Background: an optimization exercise with open tools, aiming at small area and a short achievable clock period. Do not read the settings as production practice. The RTL of this run was laid out without a check of its function.

==> design/flow/config.mk <==
export PLATFORM = sky130hd
export DESIGN_NAME = montgomery_top
export DESIGN_NICKNAME = montgomery_top
export VERILOG_FILES = /design/flow/design.v
export SDC_FILE = /design/flow/constraint.sdc
export NUM_CORES = 4
export LEC_CHECK = 0
export ABC_CLOCK_PERIOD_IN_PS = 3500
export CAP_MARGIN = 20
export CORE_MARGIN = 2
export CORE_UTILIZATION = 65
export CTS_BUF_LIST = sky130_fd_sc_hd__clkbuf_8
export CTS_CLUSTER_SIZE = 40
export SETUP_SLACK_MARGIN = 4.4
export SLEW_MARGIN = 20
export SYNTH_HIERARCHICAL = 1
==> design/flow/constraint.sdc <==
create_clock -name core_clock -period 8.0 [get_ports {clk}]
set_input_delay 1.6000 -clock core_clock [delete_from_list [all_inputs] [get_ports {clk}]]
set_output_delay 1.6000 -clock core_clock [all_outputs]
set_load 0.01 [all_outputs]
==> design/flow/design.v <==
module mm_fa (input a, input b, input c, output s, output co);
assign s  = a ^ b ^ c;
assign co = (a & b) | (c & (a ^ b));
endmodule
module mm_ha (input a, input b, output s, output co);
assign s  = a ^ b;
assign co = a & b;
endmodule
module montgomery_multiply (
    input           clk,
    input   [11:0]  a0,
    input   [11:0]  b0,
    output  [11:0]  r
);
reg [9:0] plo1;
reg [0:0] cy1;
reg [12:0] px1;
reg [12:0] py1;
reg [23:0] p2r;
reg [12:0] qhn3;
reg [12:0] pl3;
reg [12:0] r4;
wire w1;
wire w2;
wire w3;
wire w4;
wire w5;
wire w6;
wire w7;
wire w8;
wire w9;
wire w10;
wire w11;
wire w12;
wire w13;
wire w14;
wire w15;
wire w16;
wire w17;
wire w18;
wire w19;
wire w20;
wire w21;
wire w22;
wire w23;
wire w24;
wire w25;
wire w26;
wire w27;
wire w28;
wire w29;
wire w30;
wire w31;
wire w32;
wire w33;
wire w34;
wire w35;
wire w36;
wire w37;
wire w38;
wire w39;
wire w40;
wire w41;
wire w42;
wire w43;
wire w44;
wire w45;
wire w46;
wire w47;
wire w48;
wire w49;
wire w50;
wire w51;
wire w52;
wire w53;
wire w54;
wire w55;
wire w56;
wire w57;
wire w58;
wire w59;
wire w60;
wire w61;
wire w62;
wire w63;
wire w64;
wire w65;
wire w66;
wire w67;
wire w68;
wire w69;
wire w70;
wire w71;
wire w72;
wire w73;
wire w74;
wire w75;
wire w76;
wire w77;
wire w78;
wire w79;
wire w80;
wire w81;
wire w82;
wire w83;
wire w84;
wire w85;
wire w86;
wire w87;
wire w88;
wire w89;
wire w90;
wire w91;
wire w92;
wire w93;
wire w94;
wire w95;
wire w96;
wire w97;
wire w98;
wire w99;
wire w100;
wire w101;
wire w102;
wire w103;
wire w104;
wire w105;
wire w106;
wire w107;
wire w108;
wire w109;
wire w110;
wire w111;
wire w112;
wire w113;
wire w114;
wire w115;
wire w116;
wire w117;
wire w118;
wire w119;
wire w120;
wire w121;
wire w122;
wire w123;
wire w124;
wire w125;
wire w126;
wire w127;
wire w128;
wire w129;
wire w130;
wire w131;
wire w132;
wire w133;
wire w134;
wire w135;
wire w136;
wire w137;
wire w138;
wire w139;
wire w140;
wire w141;
wire w142;
wire w143;
wire w144;
wire w145;
wire w146;
wire w147;
wire w148;
wire w149;
wire w150;
wire w151;
wire w152;
wire w153;
wire w154;
wire w155;
wire w156;
wire w157;
wire w158;
wire w159;
wire w160;
wire w161;
wire w162;
wire w163;
wire w164;
wire w165;
wire w166;
wire w167;
wire w168;
wire w169;
wire w170;
wire w171;
wire w172;
wire w173;
wire w174;
wire w175;
wire w176;
wire w177;
wire w178;
wire w179;
wire w180;
wire w181;
wire w182;
wire w183;
wire w184;
wire w185;
wire w186;
wire w187;
wire w188;
wire w189;
wire w190;
wire w191;
wire w192;
wire w193;
wire w194;
wire w195;
wire w196;
wire w197;
wire w198;
wire w199;
wire w200;
wire w201;
wire w202;
wire w203;
wire w204;
wire w205;
wire w206;
wire w207;
wire w208;
wire w209;
wire w210;
wire w211;
wire w212;
wire w213;
wire w214;
wire w215;
wire w216;
wire w217;
wire w218;
wire w219;
wire w220;
wire w221;
wire w222;
wire w223;
wire w224;
wire w225;
wire w226;
wire w227;
wire w228;
wire w229;
wire w230;
wire w231;
wire w232;
wire w233;
wire w234;
wire w235;
wire w236;
wire w237;
wire w238;
wire w239;
wire w240;
wire w241;
wire w242;
wire w243;
wire w244;
wire w245;
wire w246;
wire w247;
wire w248;
wire w249;
wire w250;
wire w251;
wire w252;
wire w253;
wire w254;
wire w255;
wire w256;
wire w257;
wire w258;
wire w259;
wire w260;
wire w261;
wire w262;
wire w263;
wire w264;
wire w265;
wire w266;
wire w267;
wire w268;
wire w269;
wire w270;
wire w271;
wire w272;
wire w273;
wire w274;
wire w275;
wire w276;
wire w277;
wire w278;
wire w279;
wire w280;
wire w281;
wire w282;
wire w283;
wire w284;
wire w285;
wire w286;
wire w287;
wire w288;
wire w289;
wire w290;
wire w291;
wire w292;
wire w293;
wire w294;
wire w295;
wire w296;
wire w297;
wire w298;
wire w299;
wire w300;
wire w301;
wire w302;
wire w303;
wire w304;
wire w305;
wire w306;
wire w307;
wire w308;
wire w309;
wire w310;
wire w311;
wire w312;
wire w313;
wire w314;
wire w315;
wire w316;
wire w317;
wire w318;
wire w319;
wire w320;
wire w321;
wire w322;
wire w323;
wire w324;
wire w325;
wire w326;
wire w327;
wire w328;
wire w329;
wire w330;
wire w331;
wire w332;
wire w333;
wire w334;
wire w335;
wire w336;
wire w337;
wire w338;
wire w339;
wire w340;
wire w341;
wire w342;
wire w343;
wire w344;
wire w345;
wire w346;
wire w347;
wire w348;
wire w349;
wire w350;
wire w351;
wire w352;
wire w353;
wire w354;
wire w355;
wire w356;
wire w357;
wire w358;
wire w359;
wire w360;
wire w361;
wire w362;
wire w363;
wire w364;
wire w365;
wire w366;
wire w367;
wire w368;
wire w369;
wire w370;
wire w371;
wire w372;
wire w373;
wire w374;
wire w375;
wire w376;
wire w377;
wire w378;
wire w379;
wire w380;
wire w381;
wire w382;
wire w383;
wire w384;
wire w385;
wire w386;
wire w387;
wire w388;
wire w389;
wire w390;
wire w391;
wire w392;
wire w393;
wire w394;
wire w395;
wire w396;
wire w397;
wire w398;
wire w399;
wire w400;
wire w401;
wire w402;
wire w403;
wire w404;
wire w405;
wire w406;
wire w407;
wire w408;
wire w409;
wire w410;
wire w411;
wire w412;
wire w413;
wire w414;
wire w415;
wire w416;
wire w417;
wire w418;
wire w419;
wire w420;
wire w421;
wire w422;
wire w423;
wire w424;
wire w425;
wire w426;
wire w427;
wire w428;
wire w429;
wire w430;
wire w431;
wire w432;
wire w433;
wire w434;
wire w435;
wire w436;
wire w437;
wire w438;
wire w439;
wire w440;
wire w441;
wire w442;
wire w443;
wire w444;
wire w445;
wire w446;
wire w447;
wire w448;
wire w449;
wire w450;
wire w451;
wire w452;
wire w453;
wire w454;
wire w455;
wire w456;
wire w457;
wire w458;
wire w459;
wire w460;
wire w461;
wire w462;
wire w463;
wire w464;
wire w465;
wire w466;
wire w467;
wire w468;
wire w469;
wire w470;
wire w471;
wire w472;
wire w473;
wire w474;
wire w475;
wire w476;
wire w477;
wire w478;
wire w479;
wire w480;
wire w481;
wire w482;
wire w483;
wire w484;
wire w485;
wire w486;
wire w487;
wire w488;
wire w489;
wire w490;
wire w491;
wire w492;
wire w493;
wire w494;
wire w495;
wire w496;
wire w497;
wire w498;
wire w499;
wire w500;
wire w501;
wire w502;
wire w503;
wire w504;
wire w505;
wire w506;
wire w507;
wire w508;
wire w509;
wire w510;
wire w511;
wire w512;
wire w513;
wire w514;
wire w515;
wire w516;
wire w517;
wire w518;
wire w519;
wire w520;
wire w521;
wire w522;
wire w523;
wire w524;
wire w525;
wire w526;
wire w527;
wire w528;
wire w529;
wire w530;
wire w531;
wire w532;
wire w533;
wire w534;
wire w535;
wire w536;
wire w537;
wire w538;
wire w539;
wire w540;
wire w541;
wire w542;
wire w543;
wire w544;
wire w545;
wire w546;
wire w547;
wire w548;
wire w549;
wire w550;
wire w551;
wire w552;
wire w553;
wire w554;
wire w555;
wire w556;
wire w557;
wire w558;
wire w559;
wire w560;
wire w561;
wire w562;
wire w563;
wire w564;
wire w565;
wire w566;
wire w567;
wire w568;
wire w569;
wire w570;
wire w571;
wire w572;
wire w573;
wire w574;
wire w575;
wire w576;
wire w577;
wire w578;
wire w579;
wire w580;
wire w581;
wire w582;
wire w583;
wire w584;
wire w585;
wire w586;
wire w587;
wire w588;
wire w589;
wire w590;
wire w591;
wire w592;
wire w593;
wire w594;
wire w595;
wire w596;
wire w597;
wire w598;
wire w599;
wire w600;
wire w601;
wire w602;
wire w603;
wire w604;
wire w605;
wire w606;
wire w607;
wire w608;
wire w609;
wire w610;
wire w611;
wire w612;
wire w613;
wire w614;
wire w615;
wire w616;
wire w617;
wire w618;
wire w619;
wire w620;
wire w621;
wire w622;
wire w623;
wire w624;
wire w625;
wire w626;
wire w627;
wire w628;
wire w629;
wire w630;
wire w631;
wire w632;
wire w633;
wire w634;
wire w635;
wire w636;
wire w637;
wire w638;
wire w639;
wire w640;
wire w641;
wire w642;
wire w643;
wire w644;
wire w645;
wire w646;
wire w647;
wire w648;
wire w649;
wire w650;
wire w651;
wire w652;
wire w653;
wire w654;
wire w655;
wire w656;
wire w657;
wire w658;
wire w659;
wire w660;
wire w661;
wire w662;
wire w663;
wire w664;
wire w665;
wire w666;
wire w667;
wire w668;
wire w669;
wire w670;
wire w671;
wire w672;
wire w673;
wire w674;
wire w675;
wire w676;
wire w677;
wire w678;
wire w679;
wire w680;
wire w681;
wire w682;
wire w683;
wire w684;
wire w685;
wire w686;
wire w687;
wire w688;
wire w689;
wire w690;
wire w691;
wire w692;
wire w693;
wire w694;
wire w695;
wire w696;
wire w697;
wire w698;
wire w699;
wire w700;
wire w701;
wire w702;
wire w703;
wire w704;
wire w705;
wire w706;
wire w707;
wire w708;
wire w709;
wire w710;
wire w711;
wire w712;
wire w713;
wire w714;
wire w715;
wire w716;
wire w717;
wire w718;
wire w719;
wire w720;
wire w721;
wire w722;
wire w723;
wire w724;
wire w725;
wire w726;
wire w727;
wire w728;
wire w729;
wire w730;
wire w731;
wire w732;
wire w733;
wire w734;
wire w735;
wire w736;
wire w737;
wire w738;
wire w739;
wire w740;
wire w741;
wire w742;
wire w743;
wire w744;
wire w745;
wire w746;
wire w747;
wire w748;
wire w749;
wire w750;
wire w751;
wire w752;
wire w753;
wire w754;
wire w755;
wire w756;
wire w757;
wire w758;
wire w759;
wire w760;
wire w761;
wire w762;
wire w763;
wire w764;
wire w765;
wire w766;
wire w767;
wire w768;
wire w769;
wire w770;
wire w771;
wire w772;
wire w773;
wire w774;
wire w775;
wire w776;
wire w777;
wire w778;
wire w779;
wire w780;
wire w781;
wire w782;
wire w783;
wire w784;
wire w785;
assign w1 = ~(a0[0] & b0[0]);
assign w2 = ~(a0[0] & b0[1]);
assign w3 = ~(a0[0] & b0[2]);
assign w4 = ~(a0[0] & b0[3]);
assign w5 = ~(a0[0] & b0[4]);
assign w6 = ~(a0[0] & b0[5]);
assign w7 = ~(a0[0] & b0[6]);
assign w8 = ~(a0[0] & b0[7]);
assign w9 = ~(a0[0] & b0[8]);
assign w10 = ~(a0[0] & b0[9]);
assign w11 = ~(a0[0] & b0[10]);
assign w12 = ~(a0[0] & b0[11]);
assign w13 = ~(a0[1] & b0[0]);
assign w14 = ~(a0[1] & b0[1]);
assign w15 = ~(a0[1] & b0[2]);
assign w16 = ~(a0[1] & b0[3]);
assign w17 = ~(a0[1] & b0[4]);
assign w18 = ~(a0[1] & b0[5]);
assign w19 = ~(a0[1] & b0[6]);
assign w20 = ~(a0[1] & b0[7]);
assign w21 = ~(a0[1] & b0[8]);
assign w22 = ~(a0[1] & b0[9]);
assign w23 = ~(a0[1] & b0[10]);
assign w24 = ~(a0[1] & b0[11]);
assign w25 = ~(a0[2] & b0[0]);
assign w26 = ~(a0[2] & b0[1]);
assign w27 = ~(a0[2] & b0[2]);
assign w28 = ~(a0[2] & b0[3]);
assign w29 = ~(a0[2] & b0[4]);
assign w30 = ~(a0[2] & b0[5]);
assign w31 = ~(a0[2] & b0[6]);
assign w32 = ~(a0[2] & b0[7]);
assign w33 = ~(a0[2] & b0[8]);
assign w34 = ~(a0[2] & b0[9]);
assign w35 = ~(a0[2] & b0[10]);
assign w36 = ~(a0[2] & b0[11]);
assign w37 = ~(a0[3] & b0[0]);
assign w38 = ~(a0[3] & b0[1]);
assign w39 = ~(a0[3] & b0[2]);
assign w40 = ~(a0[3] & b0[3]);
assign w41 = ~(a0[3] & b0[4]);
assign w42 = ~(a0[3] & b0[5]);
assign w43 = ~(a0[3] & b0[6]);
assign w44 = ~(a0[3] & b0[7]);
assign w45 = ~(a0[3] & b0[8]);
assign w46 = ~(a0[3] & b0[9]);
assign w47 = ~(a0[3] & b0[10]);
assign w48 = ~(a0[3] & b0[11]);
assign w49 = ~(a0[4] & b0[0]);
assign w50 = ~(a0[4] & b0[1]);
assign w51 = ~(a0[4] & b0[2]);
assign w52 = ~(a0[4] & b0[3]);
assign w53 = ~(a0[4] & b0[4]);
assign w54 = ~(a0[4] & b0[5]);
assign w55 = ~(a0[4] & b0[6]);
assign w56 = ~(a0[4] & b0[7]);
assign w57 = ~(a0[4] & b0[8]);
assign w58 = ~(a0[4] & b0[9]);
assign w59 = ~(a0[4] & b0[10]);
assign w60 = ~(a0[4] & b0[11]);
assign w61 = ~(a0[5] & b0[0]);
assign w62 = ~(a0[5] & b0[1]);
assign w63 = ~(a0[5] & b0[2]);
assign w64 = ~(a0[5] & b0[3]);
assign w65 = ~(a0[5] & b0[4]);
assign w66 = ~(a0[5] & b0[5]);
assign w67 = ~(a0[5] & b0[6]);
assign w68 = ~(a0[5] & b0[7]);
assign w69 = ~(a0[5] & b0[8]);
assign w70 = ~(a0[5] & b0[9]);
assign w71 = ~(a0[5] & b0[10]);
assign w72 = ~(a0[5] & b0[11]);
assign w73 = ~(a0[6] & b0[0]);
assign w74 = ~(a0[6] & b0[1]);
assign w75 = ~(a0[6] & b0[2]);
assign w76 = ~(a0[6] & b0[3]);
assign w77 = ~(a0[6] & b0[4]);
assign w78 = ~(a0[6] & b0[5]);
assign w79 = ~(a0[6] & b0[6]);
assign w80 = ~(a0[6] & b0[7]);
assign w81 = ~(a0[6] & b0[8]);
assign w82 = ~(a0[6] & b0[9]);
assign w83 = ~(a0[6] & b0[10]);
assign w84 = ~(a0[6] & b0[11]);
assign w85 = ~(a0[7] & b0[0]);
assign w86 = ~(a0[7] & b0[1]);
assign w87 = ~(a0[7] & b0[2]);
assign w88 = ~(a0[7] & b0[3]);
assign w89 = ~(a0[7] & b0[4]);
assign w90 = ~(a0[7] & b0[5]);
assign w91 = ~(a0[7] & b0[6]);
assign w92 = ~(a0[7] & b0[7]);
assign w93 = ~(a0[7] & b0[8]);
assign w94 = ~(a0[7] & b0[9]);
assign w95 = ~(a0[7] & b0[10]);
assign w96 = ~(a0[7] & b0[11]);
assign w97 = ~(a0[8] & b0[0]);
assign w98 = ~(a0[8] & b0[1]);
assign w99 = ~(a0[8] & b0[2]);
assign w100 = ~(a0[8] & b0[3]);
assign w101 = ~(a0[8] & b0[4]);
assign w102 = ~(a0[8] & b0[5]);
assign w103 = ~(a0[8] & b0[6]);
assign w104 = ~(a0[8] & b0[7]);
assign w105 = ~(a0[8] & b0[8]);
assign w106 = ~(a0[8] & b0[9]);
assign w107 = ~(a0[8] & b0[10]);
assign w108 = ~(a0[8] & b0[11]);
assign w109 = ~(a0[9] & b0[0]);
assign w110 = ~(a0[9] & b0[1]);
assign w111 = ~(a0[9] & b0[2]);
assign w112 = ~(a0[9] & b0[3]);
assign w113 = ~(a0[9] & b0[4]);
assign w114 = ~(a0[9] & b0[5]);
assign w115 = ~(a0[9] & b0[6]);
assign w116 = ~(a0[9] & b0[7]);
assign w117 = ~(a0[9] & b0[8]);
assign w118 = ~(a0[9] & b0[9]);
assign w119 = ~(a0[9] & b0[10]);
assign w120 = ~(a0[9] & b0[11]);
assign w121 = ~(a0[10] & b0[0]);
assign w122 = ~(a0[10] & b0[1]);
assign w123 = ~(a0[10] & b0[2]);
assign w124 = ~(a0[10] & b0[3]);
assign w125 = ~(a0[10] & b0[4]);
assign w126 = ~(a0[10] & b0[5]);
assign w127 = ~(a0[10] & b0[6]);
assign w128 = ~(a0[10] & b0[7]);
assign w129 = ~(a0[10] & b0[8]);
assign w130 = ~(a0[10] & b0[9]);
assign w131 = ~(a0[10] & b0[10]);
assign w132 = ~(a0[10] & b0[11]);
assign w133 = ~(a0[11] & b0[0]);
assign w134 = ~(a0[11] & b0[1]);
assign w135 = ~(a0[11] & b0[2]);
assign w136 = ~(a0[11] & b0[3]);
assign w137 = ~(a0[11] & b0[4]);
assign w138 = ~(a0[11] & b0[5]);
assign w139 = ~(a0[11] & b0[6]);
assign w140 = ~(a0[11] & b0[7]);
assign w141 = ~(a0[11] & b0[8]);
assign w142 = ~(a0[11] & b0[9]);
assign w143 = ~(a0[11] & b0[10]);
assign w144 = ~(a0[11] & b0[11]);
mm_fa u_w145 (.a(w10), .b(w21), .c(w32), .s(w145), .co(w146));
mm_fa u_w147 (.a(w11), .b(w22), .c(w33), .s(w147), .co(w148));
mm_fa u_w149 (.a(w44), .b(w55), .c(w66), .s(w149), .co(w150));
mm_fa u_w151 (.a(w12), .b(w23), .c(w34), .s(w151), .co(w152));
mm_fa u_w153 (.a(w45), .b(w56), .c(w67), .s(w153), .co(w154));
mm_fa u_w155 (.a(w78), .b(w89), .c(w100), .s(w155), .co(w156));
mm_fa u_w157 (.a(w24), .b(w35), .c(w46), .s(w157), .co(w158));
mm_fa u_w159 (.a(w57), .b(w68), .c(w79), .s(w159), .co(w160));
mm_fa u_w161 (.a(w90), .b(w101), .c(w112), .s(w161), .co(w162));
mm_fa u_w163 (.a(w36), .b(w47), .c(w58), .s(w163), .co(w164));
mm_fa u_w165 (.a(w69), .b(w80), .c(w91), .s(w165), .co(w166));
mm_fa u_w167 (.a(w48), .b(w59), .c(w70), .s(w167), .co(w168));
mm_fa u_w169 (.a(w7), .b(w18), .c(w29), .s(w169), .co(w170));
mm_fa u_w171 (.a(w8), .b(w19), .c(w30), .s(w171), .co(w172));
mm_fa u_w173 (.a(w41), .b(w52), .c(w63), .s(w173), .co(w174));
mm_fa u_w175 (.a(w9), .b(w20), .c(w31), .s(w175), .co(w176));
mm_fa u_w177 (.a(w42), .b(w53), .c(w64), .s(w177), .co(w178));
mm_fa u_w179 (.a(w75), .b(w86), .c(w97), .s(w179), .co(w180));
mm_fa u_w181 (.a(w43), .b(w54), .c(w65), .s(w181), .co(w182));
mm_fa u_w183 (.a(w76), .b(w87), .c(w98), .s(w183), .co(w184));
mm_fa u_w185 (.a(w109), .b(w145), .c(1'b1), .s(w185), .co(w186));
mm_fa u_w187 (.a(w77), .b(w88), .c(w99), .s(w187), .co(w188));
mm_fa u_w189 (.a(w110), .b(w121), .c(w146), .s(w189), .co(w190));
mm_fa u_w191 (.a(w147), .b(w149), .c(1'b1), .s(w191), .co(w192));
mm_fa u_w193 (.a(w111), .b(w122), .c(w133), .s(w193), .co(w194));
mm_fa u_w195 (.a(w148), .b(w150), .c(w151), .s(w195), .co(w196));
mm_fa u_w197 (.a(w153), .b(w155), .c(1'b1), .s(w197), .co(w198));
mm_fa u_w199 (.a(w123), .b(w134), .c(w152), .s(w199), .co(w200));
mm_fa u_w201 (.a(w154), .b(w156), .c(w157), .s(w201), .co(w202));
mm_fa u_w203 (.a(w159), .b(w161), .c(1'b1), .s(w203), .co(w204));
mm_fa u_w205 (.a(w102), .b(w113), .c(w124), .s(w205), .co(w206));
mm_fa u_w207 (.a(w135), .b(w158), .c(w160), .s(w207), .co(w208));
mm_fa u_w209 (.a(w162), .b(w163), .c(w165), .s(w209), .co(w210));
mm_fa u_w211 (.a(w81), .b(w92), .c(w103), .s(w211), .co(w212));
mm_fa u_w213 (.a(w114), .b(w125), .c(w136), .s(w213), .co(w214));
mm_fa u_w215 (.a(w164), .b(w166), .c(w167), .s(w215), .co(w216));
mm_fa u_w217 (.a(w60), .b(w71), .c(w82), .s(w217), .co(w218));
mm_fa u_w219 (.a(w93), .b(w104), .c(w115), .s(w219), .co(w220));
mm_fa u_w221 (.a(w126), .b(w137), .c(w168), .s(w221), .co(w222));
mm_fa u_w223 (.a(w72), .b(w83), .c(w94), .s(w223), .co(w224));
mm_fa u_w225 (.a(w105), .b(w116), .c(w127), .s(w225), .co(w226));
mm_fa u_w227 (.a(w84), .b(w95), .c(w106), .s(w227), .co(w228));
mm_fa u_w229 (.a(w5), .b(w16), .c(w27), .s(w229), .co(w230));
mm_fa u_w231 (.a(w6), .b(w17), .c(w28), .s(w231), .co(w232));
mm_fa u_w233 (.a(w39), .b(w50), .c(w61), .s(w233), .co(w234));
mm_fa u_w235 (.a(w40), .b(w51), .c(w62), .s(w235), .co(w236));
mm_fa u_w237 (.a(w73), .b(w169), .c(1'b1), .s(w237), .co(w238));
mm_fa u_w239 (.a(w74), .b(w85), .c(w170), .s(w239), .co(w240));
mm_fa u_w241 (.a(w171), .b(w173), .c(1'b1), .s(w241), .co(w242));
mm_fa u_w243 (.a(w172), .b(w174), .c(w175), .s(w243), .co(w244));
mm_fa u_w245 (.a(w177), .b(w179), .c(1'b1), .s(w245), .co(w246));
mm_fa u_w247 (.a(w176), .b(w178), .c(w180), .s(w247), .co(w248));
mm_fa u_w249 (.a(w181), .b(w183), .c(w185), .s(w249), .co(w250));
mm_fa u_w251 (.a(w182), .b(w184), .c(w186), .s(w251), .co(w252));
mm_fa u_w253 (.a(w187), .b(w189), .c(w191), .s(w253), .co(w254));
mm_fa u_w255 (.a(w188), .b(w190), .c(w192), .s(w255), .co(w256));
mm_fa u_w257 (.a(w193), .b(w195), .c(w197), .s(w257), .co(w258));
mm_fa u_w259 (.a(w194), .b(w196), .c(w198), .s(w259), .co(w260));
mm_fa u_w261 (.a(w199), .b(w201), .c(w203), .s(w261), .co(w262));
mm_fa u_w263 (.a(w200), .b(w202), .c(w204), .s(w263), .co(w264));
mm_fa u_w265 (.a(w205), .b(w207), .c(w209), .s(w265), .co(w266));
mm_fa u_w267 (.a(w206), .b(w208), .c(w210), .s(w267), .co(w268));
mm_fa u_w269 (.a(w211), .b(w213), .c(w215), .s(w269), .co(w270));
mm_fa u_w271 (.a(w212), .b(w214), .c(w216), .s(w271), .co(w272));
mm_fa u_w273 (.a(w217), .b(w219), .c(w221), .s(w273), .co(w274));
mm_fa u_w275 (.a(w138), .b(w218), .c(w220), .s(w275), .co(w276));
mm_fa u_w277 (.a(w222), .b(w223), .c(w225), .s(w277), .co(w278));
mm_fa u_w279 (.a(w117), .b(w128), .c(w139), .s(w279), .co(w280));
mm_fa u_w281 (.a(w224), .b(w226), .c(w227), .s(w281), .co(w282));
mm_fa u_w283 (.a(w96), .b(w107), .c(w118), .s(w283), .co(w284));
mm_fa u_w285 (.a(w129), .b(w140), .c(w228), .s(w285), .co(w286));
mm_fa u_w287 (.a(w108), .b(w119), .c(w130), .s(w287), .co(w288));
mm_fa u_w289 (.a(w4), .b(w15), .c(w26), .s(w289), .co(w290));
mm_fa u_w291 (.a(w38), .b(w49), .c(w229), .s(w291), .co(w292));
mm_fa u_w293 (.a(w230), .b(w231), .c(w233), .s(w293), .co(w294));
mm_fa u_w295 (.a(w232), .b(w234), .c(w235), .s(w295), .co(w296));
mm_fa u_w297 (.a(w236), .b(w238), .c(w239), .s(w297), .co(w298));
mm_fa u_w299 (.a(w240), .b(w242), .c(w243), .s(w299), .co(w300));
mm_fa u_w301 (.a(w244), .b(w246), .c(w247), .s(w301), .co(w302));
mm_fa u_w303 (.a(w248), .b(w250), .c(w251), .s(w303), .co(w304));
mm_fa u_w305 (.a(w252), .b(w254), .c(w255), .s(w305), .co(w306));
mm_fa u_w307 (.a(w256), .b(w258), .c(w259), .s(w307), .co(w308));
mm_fa u_w309 (.a(w260), .b(w262), .c(w263), .s(w309), .co(w310));
mm_fa u_w311 (.a(w264), .b(w266), .c(w267), .s(w311), .co(w312));
mm_fa u_w313 (.a(w268), .b(w270), .c(w271), .s(w313), .co(w314));
mm_fa u_w315 (.a(w272), .b(w274), .c(w275), .s(w315), .co(w316));
mm_fa u_w317 (.a(w276), .b(w278), .c(w279), .s(w317), .co(w318));
mm_fa u_w319 (.a(w280), .b(w282), .c(w283), .s(w319), .co(w320));
mm_fa u_w321 (.a(w141), .b(w284), .c(w286), .s(w321), .co(w322));
mm_fa u_w323 (.a(w120), .b(w131), .c(w142), .s(w323), .co(w324));
mm_fa u_w325 (.a(w3), .b(w14), .c(w25), .s(w325), .co(w326));
mm_fa u_w327 (.a(w37), .b(w289), .c(1'b1), .s(w327), .co(w328));
mm_fa u_w329 (.a(w290), .b(w291), .c(1'b1), .s(w329), .co(w330));
mm_fa u_w331 (.a(w292), .b(w293), .c(1'b1), .s(w331), .co(w332));
mm_fa u_w333 (.a(w237), .b(w294), .c(w295), .s(w333), .co(w334));
mm_fa u_w335 (.a(w241), .b(w296), .c(w297), .s(w335), .co(w336));
mm_fa u_w337 (.a(w245), .b(w298), .c(w299), .s(w337), .co(w338));
mm_fa u_w339 (.a(w249), .b(w300), .c(w301), .s(w339), .co(w340));
mm_fa u_w341 (.a(w253), .b(w302), .c(w303), .s(w341), .co(w342));
mm_fa u_w343 (.a(w257), .b(w304), .c(w305), .s(w343), .co(w344));
mm_fa u_w345 (.a(w261), .b(w306), .c(w307), .s(w345), .co(w346));
mm_fa u_w347 (.a(w265), .b(w308), .c(w309), .s(w347), .co(w348));
mm_fa u_w349 (.a(w269), .b(w310), .c(w311), .s(w349), .co(w350));
mm_fa u_w351 (.a(w273), .b(w312), .c(w313), .s(w351), .co(w352));
mm_fa u_w353 (.a(w277), .b(w314), .c(w315), .s(w353), .co(w354));
mm_fa u_w355 (.a(w281), .b(w316), .c(w317), .s(w355), .co(w356));
mm_fa u_w357 (.a(w285), .b(w318), .c(w319), .s(w357), .co(w358));
mm_fa u_w359 (.a(w287), .b(w320), .c(w321), .s(w359), .co(w360));
mm_fa u_w361 (.a(w288), .b(w322), .c(w323), .s(w361), .co(w362));
mm_fa u_w363 (.a(w132), .b(w143), .c(w324), .s(w363), .co(w364));
assign w365 = w1 & 1'b1;
assign w366 = w1 ^ 1'b1;
assign w367 = w2 & w13;
assign w368 = w2 ^ w13;
assign w369 = w325 & 1'b1;
assign w370 = w325 ^ 1'b1;
assign w371 = w326 & w327;
assign w372 = w326 ^ w327;
assign w373 = w328 & w329;
assign w374 = w328 ^ w329;
assign w375 = w330 & w331;
assign w376 = w330 ^ w331;
assign w377 = w332 & w333;
assign w378 = w332 ^ w333;
assign w379 = w334 & w335;
assign w380 = w334 ^ w335;
assign w381 = w336 & w337;
assign w382 = w336 ^ w337;
assign w383 = w338 & w339;
assign w384 = w338 ^ w339;
assign w385 = w365 | (w366 & 1'b1);
assign w386 = w367 | (w368 & w385);
assign w387 = w368 & w366;
assign w388 = w371 | (w372 & w369);
assign w389 = w372 & w370;
assign w390 = w375 | (w376 & w373);
assign w391 = w376 & w374;
assign w392 = w379 | (w380 & w377);
assign w393 = w380 & w378;
assign w394 = w383 | (w384 & w381);
assign w395 = w384 & w382;
assign w396 = w369 | (w370 & w386);
assign w397 = w370 & w387;
assign w398 = w388 | (w389 & w386);
assign w399 = w389 & w387;
assign w400 = w377 | (w378 & w390);
assign w401 = w378 & w391;
assign w402 = w392 | (w393 & w390);
assign w403 = w393 & w391;
assign w404 = 1'b0 & w395;
assign w405 = w373 | (w374 & w398);
assign w406 = w374 & w399;
assign w407 = w390 | (w391 & w398);
assign w408 = w391 & w399;
assign w409 = w400 | (w401 & w398);
assign w410 = w401 & w399;
assign w411 = w402 | (w403 & w398);
assign w412 = w403 & w399;
assign w413 = w381 | (w382 & w411);
assign w414 = w382 & w412;
assign w415 = w394 | (w395 & w411);
assign w416 = w395 & w412;
assign w417 = w404 & w411;
assign w418 = w404 & w412;
assign w419 = w366 ^ 1'b1;
assign w420 = w368 ^ w385;
assign w421 = w370 ^ w386;
assign w422 = w372 ^ w396;
assign w423 = w374 ^ w398;
assign w424 = w376 ^ w405;
assign w425 = w378 ^ w407;
assign w426 = w380 ^ w409;
assign w427 = w382 ^ w411;
assign w428 = w384 ^ w413;
assign w429 = 1'b0 ^ w415;
assign w430 = px1[0] & py1[0];
assign w431 = px1[0] ^ py1[0];
assign w432 = px1[1] & py1[1];
assign w433 = px1[1] ^ py1[1];
assign w434 = px1[2] & py1[2];
assign w435 = px1[2] ^ py1[2];
assign w436 = px1[3] & py1[3];
assign w437 = px1[3] ^ py1[3];
assign w438 = px1[4] & py1[4];
assign w439 = px1[4] ^ py1[4];
assign w440 = px1[5] & py1[5];
assign w441 = px1[5] ^ py1[5];
assign w442 = px1[6] & py1[6];
assign w443 = px1[6] ^ py1[6];
assign w444 = px1[7] & py1[7];
assign w445 = px1[7] ^ py1[7];
assign w446 = px1[8] & py1[8];
assign w447 = px1[8] ^ py1[8];
assign w448 = px1[9] & py1[9];
assign w449 = px1[9] ^ py1[9];
assign w450 = px1[10] & py1[10];
assign w451 = px1[10] ^ py1[10];
assign w452 = px1[11] & py1[11];
assign w453 = px1[11] ^ py1[11];
assign w454 = px1[12] & py1[12];
assign w455 = px1[12] ^ py1[12];
assign w456 = 1'b1 & 1'b1;
assign w457 = 1'b1 ^ 1'b1;
assign w458 = w430 | (w431 & cy1[0]);
assign w459 = w432 | (w433 & w458);
assign w460 = w433 & w431;
assign w461 = w434 | (w435 & w459);
assign w462 = w435 & w460;
assign w463 = w436 | (w437 & w461);
assign w464 = w437 & w462;
assign w465 = w438 | (w439 & w463);
assign w466 = w439 & w464;
assign w467 = w440 | (w441 & w465);
assign w468 = w441 & w466;
assign w469 = w442 | (w443 & w467);
assign w470 = w443 & w468;
assign w471 = w444 | (w445 & w469);
assign w472 = w445 & w470;
assign w473 = w446 | (w447 & w471);
assign w474 = w447 & w472;
assign w475 = w448 | (w449 & w473);
assign w476 = w449 & w474;
assign w477 = w450 | (w451 & w475);
assign w478 = w451 & w476;
assign w479 = w452 | (w453 & w477);
assign w480 = w453 & w478;
assign w481 = w454 | (w455 & w479);
assign w482 = w455 & w480;
assign w483 = w456 | (w457 & w481);
assign w484 = w457 & w482;
assign w485 = w431 ^ cy1[0];
assign w486 = w433 ^ w458;
assign w487 = w435 ^ w459;
assign w488 = w437 ^ w461;
assign w489 = w439 ^ w463;
assign w490 = w441 ^ w465;
assign w491 = w443 ^ w467;
assign w492 = w445 ^ w469;
assign w493 = w447 ^ w471;
assign w494 = w449 ^ w473;
assign w495 = w451 ^ w475;
assign w496 = w453 ^ w477;
assign w497 = w455 ^ w479;
assign w498 = w457 ^ w481;
mm_ha u_w499 (.a(p2r[12]), .b(p2r[14]), .s(w499), .co(w500));
mm_ha u_w501 (.a(p2r[13]), .b(p2r[15]), .s(w501), .co(w502));
mm_ha u_w503 (.a(p2r[14]), .b(p2r[16]), .s(w503), .co(w504));
mm_ha u_w505 (.a(p2r[15]), .b(p2r[17]), .s(w505), .co(w506));
mm_ha u_w507 (.a(p2r[10]), .b(p2r[12]), .s(w507), .co(w508));
mm_fa u_w509 (.a(p2r[13]), .b(~p2r[17]), .c(~p2r[19]), .s(w509), .co(w510));
mm_fa u_w511 (.a(~p2r[18]), .b(~p2r[20]), .c(p2r[11]), .s(w511), .co(w512));
mm_fa u_w513 (.a(~p2r[19]), .b(~p2r[21]), .c(w500), .s(w513), .co(w514));
mm_fa u_w515 (.a(~p2r[20]), .b(~p2r[22]), .c(w502), .s(w515), .co(w516));
mm_fa u_w517 (.a(~p2r[21]), .b(~p2r[23]), .c(w504), .s(w517), .co(w518));
mm_fa u_w519 (.a(p2r[18]), .b(~p2r[22]), .c(~p2r[16]), .s(w519), .co(w520));
mm_fa u_w521 (.a(p2r[19]), .b(~p2r[23]), .c(p2r[16]), .s(w521), .co(w522));
mm_ha u_w523 (.a(p2r[18]), .b(p2r[20]), .s(w523), .co(w524));
mm_ha u_w525 (.a(p2r[11]), .b(~p2r[15]), .s(w525), .co(w526));
mm_fa u_w527 (.a(~p2r[16]), .b(~p2r[18]), .c(w507), .s(w527), .co(w528));
mm_fa u_w529 (.a(~p2r[11]), .b(w508), .c(w509), .s(w529), .co(w530));
mm_fa u_w531 (.a(w499), .b(w510), .c(w511), .s(w531), .co(w532));
mm_fa u_w533 (.a(w501), .b(w512), .c(w513), .s(w533), .co(w534));
mm_fa u_w535 (.a(w503), .b(w514), .c(w515), .s(w535), .co(w536));
mm_fa u_w537 (.a(w505), .b(w516), .c(w517), .s(w537), .co(w538));
mm_fa u_w539 (.a(w506), .b(w518), .c(w519), .s(w539), .co(w540));
mm_fa u_w541 (.a(~p2r[17]), .b(w520), .c(w521), .s(w541), .co(w542));
mm_fa u_w543 (.a(p2r[17]), .b(w522), .c(w523), .s(w543), .co(w544));
mm_fa u_w545 (.a(p2r[21]), .b(~p2r[19]), .c(w524), .s(w545), .co(w546));
mm_fa u_w547 (.a(p2r[22]), .b(p2r[19]), .c(~p2r[20]), .s(w547), .co(w548));
mm_fa u_w549 (.a(p2r[23]), .b(p2r[20]), .c(~p2r[21]), .s(w549), .co(w550));
mm_ha u_w551 (.a(p2r[21]), .b(~p2r[22]), .s(w551), .co(w552));
mm_ha u_w553 (.a(p2r[22]), .b(~p2r[23]), .s(w553), .co(w554));
assign w555 = ~p2r[17] & w525;
assign w556 = ~p2r[17] ^ w525;
assign w557 = w526 & w527;
assign w558 = w526 ^ w527;
assign w559 = w528 & w529;
assign w560 = w528 ^ w529;
assign w561 = w530 & w531;
assign w562 = w530 ^ w531;
assign w563 = w532 & w533;
assign w564 = w532 ^ w533;
assign w565 = w534 & w535;
assign w566 = w534 ^ w535;
assign w567 = w536 & w537;
assign w568 = w536 ^ w537;
assign w569 = w538 & w539;
assign w570 = w538 ^ w539;
assign w571 = w540 & w541;
assign w572 = w540 ^ w541;
assign w573 = w542 & w543;
assign w574 = w542 ^ w543;
assign w575 = w544 & w545;
assign w576 = w544 ^ w545;
assign w577 = w546 & w547;
assign w578 = w546 ^ w547;
assign w579 = w548 & w549;
assign w580 = w548 ^ w549;
assign w581 = w550 & w551;
assign w582 = w550 ^ w551;
assign w583 = w552 & w553;
assign w584 = w552 ^ w553;
assign w585 = ~p2r[23] & w554;
assign w586 = ~p2r[23] ^ w554;
assign w587 = w557 | (w558 & w555);
assign w588 = w558 & w556;
assign w589 = w561 | (w562 & w559);
assign w590 = w562 & w560;
assign w591 = w565 | (w566 & w563);
assign w592 = w566 & w564;
assign w593 = w569 | (w570 & w567);
assign w594 = w570 & w568;
assign w595 = w573 | (w574 & w571);
assign w596 = w574 & w572;
assign w597 = w577 | (w578 & w575);
assign w598 = w578 & w576;
assign w599 = w581 | (w582 & w579);
assign w600 = w582 & w580;
assign w601 = w585 | (w586 & w583);
assign w602 = w586 & w584;
assign w603 = w559 | (w560 & w587);
assign w604 = w560 & w588;
assign w605 = w589 | (w590 & w587);
assign w606 = w590 & w588;
assign w607 = w567 | (w568 & w591);
assign w608 = w568 & w592;
assign w609 = w593 | (w594 & w591);
assign w610 = w594 & w592;
assign w611 = w575 | (w576 & w595);
assign w612 = w576 & w596;
assign w613 = w597 | (w598 & w595);
assign w614 = w598 & w596;
assign w615 = w583 | (w584 & w599);
assign w616 = w584 & w600;
assign w617 = w601 | (w602 & w599);
assign w618 = w602 & w600;
assign w619 = w563 | (w564 & w605);
assign w620 = w564 & w606;
assign w621 = w591 | (w592 & w605);
assign w622 = w592 & w606;
assign w623 = w607 | (w608 & w605);
assign w624 = w608 & w606;
assign w625 = w609 | (w610 & w605);
assign w626 = w610 & w606;
assign w627 = w579 | (w580 & w613);
assign w628 = w580 & w614;
assign w629 = w599 | (w600 & w613);
assign w630 = w600 & w614;
assign w631 = w615 | (w616 & w613);
assign w632 = w616 & w614;
assign w633 = w617 | (w618 & w613);
assign w634 = w618 & w614;
assign w635 = w571 | (w572 & w625);
assign w636 = w572 & w626;
assign w637 = w595 | (w596 & w625);
assign w638 = w596 & w626;
assign w639 = w611 | (w612 & w625);
assign w640 = w612 & w626;
assign w641 = w613 | (w614 & w625);
assign w642 = w614 & w626;
assign w643 = w627 | (w628 & w625);
assign w644 = w628 & w626;
assign w645 = w629 | (w630 & w625);
assign w646 = w630 & w626;
assign w647 = w631 | (w632 & w625);
assign w648 = w632 & w626;
assign w649 = w633 | (w634 & w625);
assign w650 = w634 & w626;
assign w651 = w558 ^ w555;
assign w652 = w560 ^ w587;
assign w653 = w562 ^ w603;
assign w654 = w564 ^ w605;
assign w655 = w566 ^ w619;
assign w656 = w568 ^ w621;
assign w657 = w570 ^ w623;
assign w658 = w572 ^ w625;
assign w659 = w574 ^ w635;
assign w660 = w576 ^ w637;
assign w661 = w578 ^ w639;
assign w662 = w580 ^ w641;
assign w663 = w582 ^ w643;
assign w664 = w584 ^ w645;
assign w665 = w586 ^ w647;
mm_fa u_w666 (.a(qhn3[11]), .b(qhn3[3]), .c(qhn3[1]), .s(w666), .co(w667));
mm_fa u_w668 (.a(pl3[12]), .b(qhn3[12]), .c(qhn3[4]), .s(w668), .co(w669));
mm_ha u_w670 (.a(qhn3[2]), .b(qhn3[1]), .s(w670), .co(w671));
mm_ha u_w672 (.a(pl3[9]), .b(qhn3[9]), .s(w672), .co(w673));
mm_fa u_w674 (.a(qhn3[10]), .b(qhn3[2]), .c(qhn3[0]), .s(w674), .co(w675));
mm_fa u_w676 (.a(qhn3[0]), .b(pl3[10]), .c(~pl3[11]), .s(w676), .co(w677));
mm_fa u_w678 (.a(pl3[11]), .b(w667), .c(w668), .s(w678), .co(w679));
mm_ha u_w680 (.a(pl3[1]), .b(qhn3[1]), .s(w680), .co(w681));
mm_ha u_w682 (.a(pl3[2]), .b(qhn3[2]), .s(w682), .co(w683));
mm_ha u_w684 (.a(pl3[3]), .b(qhn3[3]), .s(w684), .co(w685));
mm_ha u_w686 (.a(pl3[4]), .b(qhn3[4]), .s(w686), .co(w687));
mm_ha u_w688 (.a(pl3[5]), .b(qhn3[5]), .s(w688), .co(w689));
mm_ha u_w690 (.a(pl3[6]), .b(qhn3[6]), .s(w690), .co(w691));
mm_ha u_w692 (.a(pl3[7]), .b(qhn3[7]), .s(w692), .co(w693));
mm_fa u_w694 (.a(qhn3[8]), .b(qhn3[0]), .c(~pl3[8]), .s(w694), .co(w695));
mm_fa u_w696 (.a(qhn3[1]), .b(pl3[8]), .c(w672), .s(w696), .co(w697));
mm_fa u_w698 (.a(~pl3[10]), .b(w673), .c(w674), .s(w698), .co(w699));
mm_fa u_w700 (.a(w666), .b(w675), .c(w676), .s(w700), .co(w701));
mm_fa u_w702 (.a(w670), .b(w677), .c(w678), .s(w702), .co(w703));
assign w704 = qhn3[0] & ~pl3[0];
assign w705 = qhn3[0] ^ ~pl3[0];
assign w706 = pl3[0] & w680;
assign w707 = pl3[0] ^ w680;
assign w708 = w681 & w682;
assign w709 = w681 ^ w682;
assign w710 = w683 & w684;
assign w711 = w683 ^ w684;
assign w712 = w685 & w686;
assign w713 = w685 ^ w686;
assign w714 = w687 & w688;
assign w715 = w687 ^ w688;
assign w716 = w689 & w690;
assign w717 = w689 ^ w690;
assign w718 = w691 & w692;
assign w719 = w691 ^ w692;
assign w720 = w693 & w694;
assign w721 = w693 ^ w694;
assign w722 = w695 & w696;
assign w723 = w695 ^ w696;
assign w724 = w697 & w698;
assign w725 = w697 ^ w698;
assign w726 = w699 & w700;
assign w727 = w699 ^ w700;
assign w728 = w701 & w702;
assign w729 = w701 ^ w702;
assign w730 = w706 | (w707 & w704);
assign w731 = w707 & w705;
assign w732 = w710 | (w711 & w708);
assign w733 = w711 & w709;
assign w734 = w714 | (w715 & w712);
assign w735 = w715 & w713;
assign w736 = w718 | (w719 & w716);
assign w737 = w719 & w717;
assign w738 = w722 | (w723 & w720);
assign w739 = w723 & w721;
assign w740 = w726 | (w727 & w724);
assign w741 = w727 & w725;
assign w742 = w708 | (w709 & w730);
assign w743 = w709 & w731;
assign w744 = w732 | (w733 & w730);
assign w745 = w733 & w731;
assign w746 = w716 | (w717 & w734);
assign w747 = w717 & w735;
assign w748 = w736 | (w737 & w734);
assign w749 = w737 & w735;
assign w750 = w724 | (w725 & w738);
assign w751 = w725 & w739;
assign w752 = w740 | (w741 & w738);
assign w753 = w741 & w739;
assign w754 = w712 | (w713 & w744);
assign w755 = w713 & w745;
assign w756 = w734 | (w735 & w744);
assign w757 = w735 & w745;
assign w758 = w746 | (w747 & w744);
assign w759 = w747 & w745;
assign w760 = w748 | (w749 & w744);
assign w761 = w749 & w745;
assign w762 = w728 | (w729 & w752);
assign w763 = w729 & w753;
assign w764 = w720 | (w721 & w760);
assign w765 = w721 & w761;
assign w766 = w738 | (w739 & w760);
assign w767 = w739 & w761;
assign w768 = w750 | (w751 & w760);
assign w769 = w751 & w761;
assign w770 = w752 | (w753 & w760);
assign w771 = w753 & w761;
assign w772 = w762 | (w763 & w760);
assign w773 = w763 & w761;
assign w774 = w707 ^ w704;
assign w775 = w709 ^ w730;
assign w776 = w711 ^ w742;
assign w777 = w713 ^ w744;
assign w778 = w715 ^ w754;
assign w779 = w717 ^ w756;
assign w780 = w719 ^ w758;
assign w781 = w721 ^ w760;
assign w782 = w723 ^ w764;
assign w783 = w725 ^ w766;
assign w784 = w727 ^ w768;
assign w785 = w729 ^ w770;
always @(posedge clk) begin
    plo1[0] <= ~w419;
    plo1[1] <= ~w420;
    plo1[2] <= ~w421;
    plo1[3] <= ~w422;
    plo1[4] <= ~w423;
    plo1[5] <= ~w424;
    plo1[6] <= ~w425;
    plo1[7] <= ~w426;
    plo1[8] <= ~w427;
    plo1[9] <= ~w428;
    cy1[0] <= w429;
    px1[0] <= w340;
    px1[1] <= w342;
    px1[2] <= w344;
    px1[3] <= w346;
    px1[4] <= w348;
    px1[5] <= w350;
    px1[6] <= w352;
    px1[7] <= w354;
    px1[8] <= w356;
    px1[9] <= w358;
    px1[10] <= w360;
    px1[11] <= w362;
    px1[12] <= w144;
    py1[0] <= w341;
    py1[1] <= w343;
    py1[2] <= w345;
    py1[3] <= w347;
    py1[4] <= w349;
    py1[5] <= w351;
    py1[6] <= w353;
    py1[7] <= w355;
    py1[8] <= w357;
    py1[9] <= w359;
    py1[10] <= w361;
    py1[11] <= w363;
    py1[12] <= w364;
    p2r[0] <= plo1[0];
    p2r[1] <= plo1[1];
    p2r[2] <= plo1[2];
    p2r[3] <= plo1[3];
    p2r[4] <= plo1[4];
    p2r[5] <= plo1[5];
    p2r[6] <= plo1[6];
    p2r[7] <= plo1[7];
    p2r[8] <= plo1[8];
    p2r[9] <= plo1[9];
    p2r[10] <= ~w485;
    p2r[11] <= ~w486;
    p2r[12] <= ~w487;
    p2r[13] <= ~w488;
    p2r[14] <= ~w489;
    p2r[15] <= ~w490;
    p2r[16] <= ~w491;
    p2r[17] <= ~w492;
    p2r[18] <= ~w493;
    p2r[19] <= ~w494;
    p2r[20] <= ~w495;
    p2r[21] <= ~w496;
    p2r[22] <= ~w497;
    p2r[23] <= ~w498;
    qhn3[0] <= ~w653;
    qhn3[1] <= ~w654;
    qhn3[2] <= ~w655;
    qhn3[3] <= ~w656;
    qhn3[4] <= ~w657;
    qhn3[5] <= ~w658;
    qhn3[6] <= ~w659;
    qhn3[7] <= ~w660;
    qhn3[8] <= ~w661;
    qhn3[9] <= ~w662;
    qhn3[10] <= ~w663;
    qhn3[11] <= ~w664;
    qhn3[12] <= ~w665;
    pl3[0] <= p2r[0];
    pl3[1] <= p2r[1];
    pl3[2] <= p2r[2];
    pl3[3] <= p2r[3];
    pl3[4] <= p2r[4];
    pl3[5] <= p2r[5];
    pl3[6] <= p2r[6];
    pl3[7] <= p2r[7];
    pl3[8] <= p2r[8];
    pl3[9] <= p2r[9];
    pl3[10] <= p2r[10];
    pl3[11] <= p2r[11];
    pl3[12] <= p2r[12];
    r4[0] <= w705;
    r4[1] <= w774;
    r4[2] <= w775;
    r4[3] <= w776;
    r4[4] <= w777;
    r4[5] <= w778;
    r4[6] <= w779;
    r4[7] <= w780;
    r4[8] <= w781;
    r4[9] <= w782;
    r4[10] <= w783;
    r4[11] <= w784;
    r4[12] <= w785;
end
assign r = r4[11:0] + ({12{r4[12]}} & 12'd3329);
endmodule
module montgomery_top (
    input           clk     ,
    input           rst_n   ,
    input           en      ,
    input   [11:0]  a       ,
    input   [11:0]  b       ,
    output          busy    ,
    output          done    ,
    output  [11:0]  r
);
reg [4:0] vld;
always @(posedge clk) begin
    if (!rst_n) vld <= 5'd0;
    else        vld <= {vld[3:0], en};
end
assign done = vld[4];
assign busy = en | done;
reg [11:0] a0, b0;
always @(posedge clk) begin
    a0 <= a;
    b0 <= b;
end
montgomery_multiply u_mm (.clk(clk), .a0(a0), .b0(b0), .r(r));
endmodule
==> design/flow/flow/run.sh <==
#!/bin/bash
# Standard layout, with the port buffers made from the smallest plain buffer and
# no dummy loads in the clock tree.
set -euo pipefail
bash standard.sh "BUFFER_PORTS_ARGS=-buffer_cell sky130_fd_sc_hd__buf_1" \
  "CTS_ARGS=-sink_clustering_enable -repair_clock_nets -dont_use_dummy_load -sink_clustering_size 40 -buf_list sky130_fd_sc_hd__clkbuf_8" \
  finish > standard_flow.log 2>&1
==> design/flow/standard.sh <==
#!/bin/bash
# synth_recipe.tcl (not shown) runs the flow's synth.tcl, then flattens the netlist and writes it again
# the make line also repeats each setting of config.mk as NAME=value (left out here)
make -C /OpenROAD-flow-scripts/flow DESIGN_CONFIG=/design/flow/config.mk WORK_HOME=/design/flow/orfs CLKGATE_MAP_FILE= SYNTH_SCRIPT=/design/flow/synth_recipe.tcl "${@:-finish}"
==> impl_results.md <==
* R2R Setup Slk at 3090 ps
* Commonest non-fill, non-tap cell in the layout: fa_1
* NumNets Final at 995
* I/O Pins at 41
* Area of the multi-input gates at 0.00545 mm^2
* Worst EP arrival at 5220 ps
* Worst slew pin tran at 520 ps
* Worst-Skew Late Latency at 440 ps
* F_max at 0.203 GHz
* Ys Warns at 8
* Die Wd at 116 um
* Routed via count at 4,960
* Final Hold Viols at 0
* Final min period at 4910 ps
* Maximum root-to-sink buffer count at 2
* FF-to-FF path depth at 14
* Reg-to-reg endpoint: u_mm.p2r[22]$_DFF_P_
* Post-Syn Instances at 693
* Worst Path Required at 8300 ps
* Largest net degree at the start of global routing at 17
* TritonCTS clock tree: built
* H-Tree Depth at 4
* Row count at 40
* Clk pin slew, worst setup/hold paths at 70 ps
* FF/Latch Area at 0.00263 mm^2
* Crit Path Class: flop to flop
* Initial antenna violation count at 0
* Placed cells at 886
* Sequential-to-total area share from yosys stat at 31.6%
* Yosys reg bits at 129
* Vias in the first global route at 5,377
* EDFF count, synth at 0
* Hold_buf cts at 0
* Critical path destination: u_mm.p2r[22]$_DFF_P_
* CP Launch Type: flop
* Final wirelength at 14,800 um
* Netlist cell types at 40
* Placed wire-length estimate at 11,700 um
* Setup TNS at 0 ps
* Clock Root Buffer: clkbuf_8
* Worst-path maximum fanout at 1
* Mean Syn Cell Area at 11.8 um^2
* Synth-to-Final Area Change at 10.2%
* Clk_skew at 22.3 ps
* Synthesized area at 0.00818 mm^2
* Die H at 116 um
* Top FF cell, synth: dfxtp_1
* Diodes inserted at 0
* First-pass GRT wire length at 24,600 um
* RSZ-0062 raised after global routing: true
* Clk sinks at 129
* Period utilization at 61.4%
* Placer Congestion at 0.902
* Core area at 0.0122 mm^2
* # Max-Cap Violations at 0
* # fillers at 835
* Most frequent cells in the layout: fa_1, nand2_1, dfxtp_1
* Endpoints failing setup at 0
* Vias per cell at 5.40
* CP Launch Point: u_mm.cy1$_DFF_P_
* CTS Buf Count at 17
* Outcome: timing/DRC/antenna clean
* Final Max Tran Viols at 0
* Die ar. at 0.0135 mm^2
* Remaining Overflow, GRT at 0
* Worst slew margin at 65.3%
* Crit end category: flop
* Initial cell density of the core at 67.3%
* Fraction of layout cells with a size suffix above 1 at 11.5%
* Ys async rst share at 0%
* First DRT Iteration DRCs at 234
* Hold Crit Class: flop to flop
* R2r startpoint: u_mm.cy1$_DFF_P_
* Finished Layout Cells at 918
* First-pass DRT Iterations at 4
* WL per Instance at 16.1 um
* Overall Global Routing Usage at 24.7%
* # DRC at 0
* Post-DRT Antenna Nets at 0
* Number of I/O port buffers at 40
==> metal layers <==
layer | vias up | GRT usage (%) | share of wire (%)
met5 | - | 0 | 0
li1 | 2232 | - | -
met4 | 0 | 11.1 | 2.2
met3 | 29 | 5.09 | 6.2
met2 | 204 | 42.8 | 51
met1 | 2495 | 30.0 | 40
==> synth_stat cells, drive strengths merged, types with 4 or more instances <==
cell / instances / area [um^2]
xnor2: 18 / 158
clkbuf: 24 / 90.1
dfxtp: 129 / 2580
a21o: 10 / 76.3
and2: 8 / 50.1
fa: 160 / 3200
a21oi: 8 / 43.8
nand2: 146 / 548
o21ai: 4 / 27.5
nand3: 7 / 35.0
ha: 56 / 701
xor2: 16 / 140
nor2b: 6 / 37.5
nor2: 16 / 60.1
inv: 58 / 218
==> Yosys stat by module (local to each module, per instance) <==
module | area (um^2) | copies in the design | flip-flops and latches | cells inside
mm_fa | 20.0 | 139 | 0 | 1
mm_ha | 12.5 | 18 | 0 | 1
montgomery_top | 618 | 1 | 29 | 35
montgomery_multiply | 4550 | 1 | 100 | 501
==> cell families (layout without fill, tap and decap cells) <==
group,count (synthesis),after routing,share of synthesized area [%]
DFF,129,129,31.6
AOI/OAI and AO/OA,36,36,3.37
adders and majority gates,216,216,47.7
other,1,10,0.0458
and+or+nand+nor,195,195,9.88
buffers and inverters,82,130,3.76
xor gates and xnor gates,34,34,3.64
==> registers in the layout, summed over array words and instances (netlist names) <==
name	cells
u_mm.p2r	24
u_mm.pl3	13
u_mm.px1	13
u_mm.py1	13
u_mm.qhn3	13
u_mm.r4	13
a0	12
b0	12
u_mm.plo1	10
vld	5
u_mm.cy1	1
==> metrics by stage <==
stage               utilization (%)  setup WS [ps]  cell area (um^2)  hold WS, ps
floorplan                         -           3200              8250          310
global placement               70.0           3120              8510          313
finish                         74.1           3090              9010          329
detailed placement             70.0           3050              8510          312
global route                   74.1           2970              9010          336
CTS                            72.9           3060              8870          330
==> cell type report <==
type                    count  area share (%)
repair buffers             55            2.96
multi-input cells         491            60.5
clock buffers              17            2.60
well taps                 168            2.33
flip-flops and latches    129            29.2
inverters                  58            2.42
==> what timing repair did <==
action | CTS | global route
gates resized for setup | 24 | 25
pin swaps | 2 | 10
cloned | 0 | 0
endpoints found under the setup margin | 12 | 14
buffers inserted | 9 | 6
==> critical path, stage by stage (launching register included) <==
cell and delay [ps]:
dfxtp_2 330, fa_1 170, inv_1 50, fa_2 340
fa_2 350, fa_2 350, fa_2 350, fa_2 340
fa_2 340, fa_2 340, fa_2 350, fa_2 350
fa_2 350, fa_2 340, fa_1 430
==> worst min-delay path by stage <==
| stage | start | to | slack [ps] | depth (start not counted) |
|---|---|---|---|---|
| 6_report | u_mm.plo1[5]$_DFF_P_ | u_mm.p2r[5]$_DFF_P_ | 330 | 0 |
| 5_1_grt | u_mm.plo1[5]$_DFF_P_ | u_mm.p2r[5]$_DFF_P_ | 340 | 0 |
| 4_1_cts | u_mm.p2r[9]$_DFF_P_ | u_mm.pl3[9]$_DFF_P_ | 330 | 0 |
| 3_5_place_dp | u_mm.p2r[9]$_DFF_P_ | u_mm.pl3[9]$_DFF_P_ | 310 | 0 |
| 3_3_place_gp | u_mm.plo1[0]$_DFF_P_ | u_mm.p2r[0]$_DFF_P_ | 310 | 0 |
| 2_1_floorplan | u_mm.plo1[0]$_DFF_P_ | u_mm.p2r[0]$_DFF_P_ | 310 | 0 |

[re-timing with driven ports]
The flow's constraints put no driver on any port. The routed layout listed below was extracted and timed again, unchanged, in two steps. Step 1 assumes that a clkbuf_16 drives the clock port and a buf_2 every other input. Step 2 moves the port delays by t, midway between the first and last clock arrival at a register: inputs arrive t later, outputs are due t later. That takes back most of the time a late clock gives input paths. Slacks: no drivers / after step 1 / after step 2; pairs: no drivers / after step 1.
shift t [ns]: 0.463
setup WS [ns]: 3.085 / 3.085 / 3.085
worst setup path at the end: register to register
worst data-port slew with drivers (ns): 0.03
After both steps this run still meets setup and hold. The setup slack of this run moves by 0.000 ns with the drivers and by 0.000 ns with both steps.
